From an optimization exercise on the open Yosys and OpenROAD flow, aimed at small area and a short achievable clock period; shortcuts taken in it are not production practice.
Only simulation tests tie the RTL to the original design; equivalence was not proved.
Power and IR drop assume default switching activity.

## the reference run
==> flow/design.v (excerpt) <==
module alu #(parameter N = 16)
(
    input  [N-1:0] OPA, OPB,
    input CIN, CLK, RST, CE, MODE,
    input [3:0] CMD,
    input [1:0] INP_VALID,
    output reg COUT,
    output reg OFLOW,
    output reg G,
    output reg L,
    output reg E,
    output reg ERR,
    output reg overflow,
    output reg [2*N:0] RES);
Size in the first run: roughly 1700 cells after synthesis, roughly 83 I/O pins, roughly 13000 µm² of cells after synthesis.
==> flow/config.mk <==
export PLATFORM = sky130hd
export DESIGN_NAME = alu
export DESIGN_NICKNAME = alu
export VERILOG_FILES = /design/flow/design.v
export SDC_FILE = /design/flow/constraint.sdc
export NUM_CORES = 4
export LEC_CHECK = 0
export ABC_AREA = 1
export CAP_MARGIN = 20
export CORE_MARGIN = 2
export CORE_UTILIZATION = 40
export SETUP_SLACK_MARGIN = 5
export SLEW_MARGIN = 20
export TNS_END_PERCENT = 0
==> flow/constraint.sdc <==
create_clock -name core_clock -period 10.0 [get_ports {CLK}]
set_input_delay 2.0000 -clock core_clock [delete_from_list [all_inputs] [get_ports {CLK}]]
set_output_delay 2.0000 -clock core_clock [all_outputs]
set_load 0.01 [all_outputs]
standard.sh (not shown) runs the stock make flow with config.mk's settings and CLKGATE_MAP_FILE= SYNTH_SCRIPT=/design/flow/synth_recipe.tcl, a recipe that flattens the netlist after the stock synthesis.
==> flow/flow/run.sh <==
#!/bin/bash
# The standard layout with these changes:
# - synthesis maps no half adders (ha cells are added to the don't-use list),
#   so Yosys extracts full adders only and ABC maps the rest;
# - between synthesis and floorplan, fixinv.py flips full adders that Yosys
#   left with inverted inputs or outputs (a full adder is self-dual), so the
#   inverters around them go; registers and all else stay as synthesized;
# - the port buffers that placement inserts on every input and output are
#   buf_1 cells instead of the default delay buffer.
set -euo pipefail
W=$(pwd)
R=$W/orfs/results/$FLOW_PLATFORM/alu/base
# the platform's config.mk appends its own list to this one
export DONT_USE_CELLS="sky130_fd_sc_hd__ha_1 sky130_fd_sc_hd__ha_2 sky130_fd_sc_hd__ha_4"
bash standard.sh "$R/1_2_yosys.v" > synth.log 2>&1
cp "$R/1_2_yosys.v" 1_2_yosys.standard.v
python3 flow/fixinv.py "$R/1_2_yosys.v" > fixinv.log 2>&1
bash standard.sh "BUFFER_PORTS_ARGS=-buffer_cell sky130_fd_sc_hd__buf_1" finish > layout.log 2>&1
Other scripts of this flow, unchanged in this note and not shown: flow/flow/fixinv.py
Having completed the whole flow, the reference run delivered a layout that passed the timing, DRC and antenna checks.
Input changes introduced in the trial run (baseline for comparison: the reference run):
--- a/flow/design.v
+++ b/flow/design.v
@@ -12,30 +12,31 @@
     output reg ERR,
     output reg overflow,
     output reg [2*N:0] RES);
     reg [15:0] a, b;
     reg [3:0]  cmd;
     reg        mode, cin;
     reg [1:0]  iv;
     reg        mip;
-    reg [24:0] acc;
+    reg [24:8] acc;      
     wire v11 = (iv == 2'b11);
     wire v01 = (iv == 2'b01);
     wire v10 = (iv == 2'b10);
     wire is_mul = mode & v11 & ((cmd == 4'd9) | (cmd == 4'd10));
     wire start = ~mip & is_mul;
     always @(posedge CLK or posedge RST) begin
         if (RST) iv <= 2'b00;
         else if (CE & ~start) iv <= INP_VALID;
     end
     always @(posedge CLK) begin
         if (CE) begin
             if (start) begin
                 b[7:0] <= b[15:8];
+                b[15:8] <= x[7:0];
             end else begin
                 a <= OPA; b <= OPB; cmd <= CMD; mode <= MODE; cin <= CIN;
             end
         end
     end
     reg m9;
     always @(posedge CLK) begin
         if (CE) m9 <= ~start & CMD[0];
@@ -279,17 +280,17 @@
     wire fs223 = fc178 ^ hs179 ^ pp7[14];
     wire fc224 = (fc178 & hs179) | (fc178 & pp7[14]) | (hs179 & pp7[14]);
     wire hs225 = hc180 ^ pp7[15];
     wire hc226 = hc180 & pp7[15];
     wire [24:0] xa = {1'b0, hc226, fc224, fc222, fc220, fc218, fc216, fc214, fc212, fc210, fc208, fc206, fc204, fc202, fc200, fc198, fc196, fc194, fc192, fc190, fc188, fc186, fc184, hc182, hs181};
     wire [24:0] xb = {1'b0, 1'b0, hs225, fs223, fs221, fs219, fs217, fs215, fs213, fs211, fs209, fs207, fs205, fs203, fs201, fs199, fs197, fs195, fs193, fs191, fs189, fs187, fs185, fs183, mc};
     wire [24:0] x = xa + xb;
     always @(posedge CLK) begin
-        if (~mip) acc <= x;
+        if (~mip) acc <= x[24:8];
     end
     wire incdec = ~v11;                        
     wire dec = cmd[0];                         
     wire sgn = (cmd == 4'd11) | (cmd == 4'd12);
     wire sub = (cmd == 4'd1) | (cmd == 4'd3) | (cmd == 4'd12);
     wire [15:0] xo = v01 ? b : a;
     wire [16:0] xs = {sgn & a[15], xo};
     wire [16:0] yb = {sgn & b[15], b};
@@ -394,18 +395,18 @@
                 endcase
             end
         end
     end
     wire [15:0] rsel = {selRot | selShl, {14{selRot | selShl | selShr}}, selRot | selShr};
     wire [32:0] y = {{16{selExt & s[16]}},
                      (selS16 & s[16]) | (selShl & xo[15]),
                      ({16{selS}} & s[15:0]) | lg | (rsel & rot)};
-    wire [32:0] prod9 = {x, acc[7:0]};
-    wire [32:0] prod10 = {x[23:0], acc[7:0], 1'b0};
+    wire [32:0] prod9 = {x, b[15:8]};
+    wire [32:0] prod10 = {x[23:0], b[15:8], 1'b0};
     wire p9 = CE & mip & op9;
     wire p10 = CE & mip & ~op9;
     wire ldLo = CE & ~mip & ~holdLo;
     wire ldHi = CE & ~mip & ~holdHi;
     wire [32:0] rn;
     assign rn[16:0] = ({17{p9}} & prod9[16:0]) | ({17{p10}} & prod10[16:0]) |
                       ({17{ldLo}} & y[16:0]) | ({17{~(p9 | p10 | ldLo)}} & RES[16:0]);
     assign rn[32:17] = ({16{p9}} & prod9[32:17]) | ({16{p10}} & prod10[32:17]) |
[summary]
- [compare] base=the reference run new=the trial run: met3 usage in global routing shows an increase of 1.1 points, core region area shows a reduction of 490 µm², relative contribution of sequential cells to total power shows a reduction of 2.5 points.
- Per the comparison of the trial run with the reference run, synthesized cell count rose 44, total power consumption of the routed design rose about 3.5%.
- Compared with the reference run, number of global-route vias before repair in the trial run increased by a few percent.
- The share of power burned in combinational logic of the trial run exceeds that of the reference run by 3.2 points.
- Setup slack came out lower on the trial run than on the reference run.
- Diff the reference run -> the trial run | average via count per standard cell | increase of 0.17
- Going from the reference run to the trial run, global router's overall resource usage grows by 2.2 points.
- Power share of the clock group, the reference run and the trial run: smaller value in the trial run
- Count of endpoints failing hold in the final timing report came out exactly the same in the reference run and the trial run.

==> separate check: timing with driven ports <==
The results above use ideal ports. As a check the final layouts listed here were re-extracted and re-timed, cells and wires unchanged.
Step 1 assumes that a clkbuf_16 drives the clock port and a buf_2 every other input.
Step 2 also shifts input and output timing later by t, the mid clock arrival at the registers, as if the neighbouring blocks saw the same clock.
Three values: ideal, step 1, step 2; two values: the first two.
run | shift t [ns] | setup slack, ns | worst register clock-pin slew, ns | worst data-port slew with drivers (ns)
the reference run | 0.424 | 5.070 / 5.070 / 4.981 | 0.09 / 0.09 | 0.04
the trial run | 0.420 | 4.967 / 4.967 / 4.967 | 0.09 / 0.09 | 0.05
After both steps setup and hold are still met in every run listed. For the reference run, which loses most, drivers alone change the setup slack by 0.000 ns; drivers and shift together by -0.089 ns.
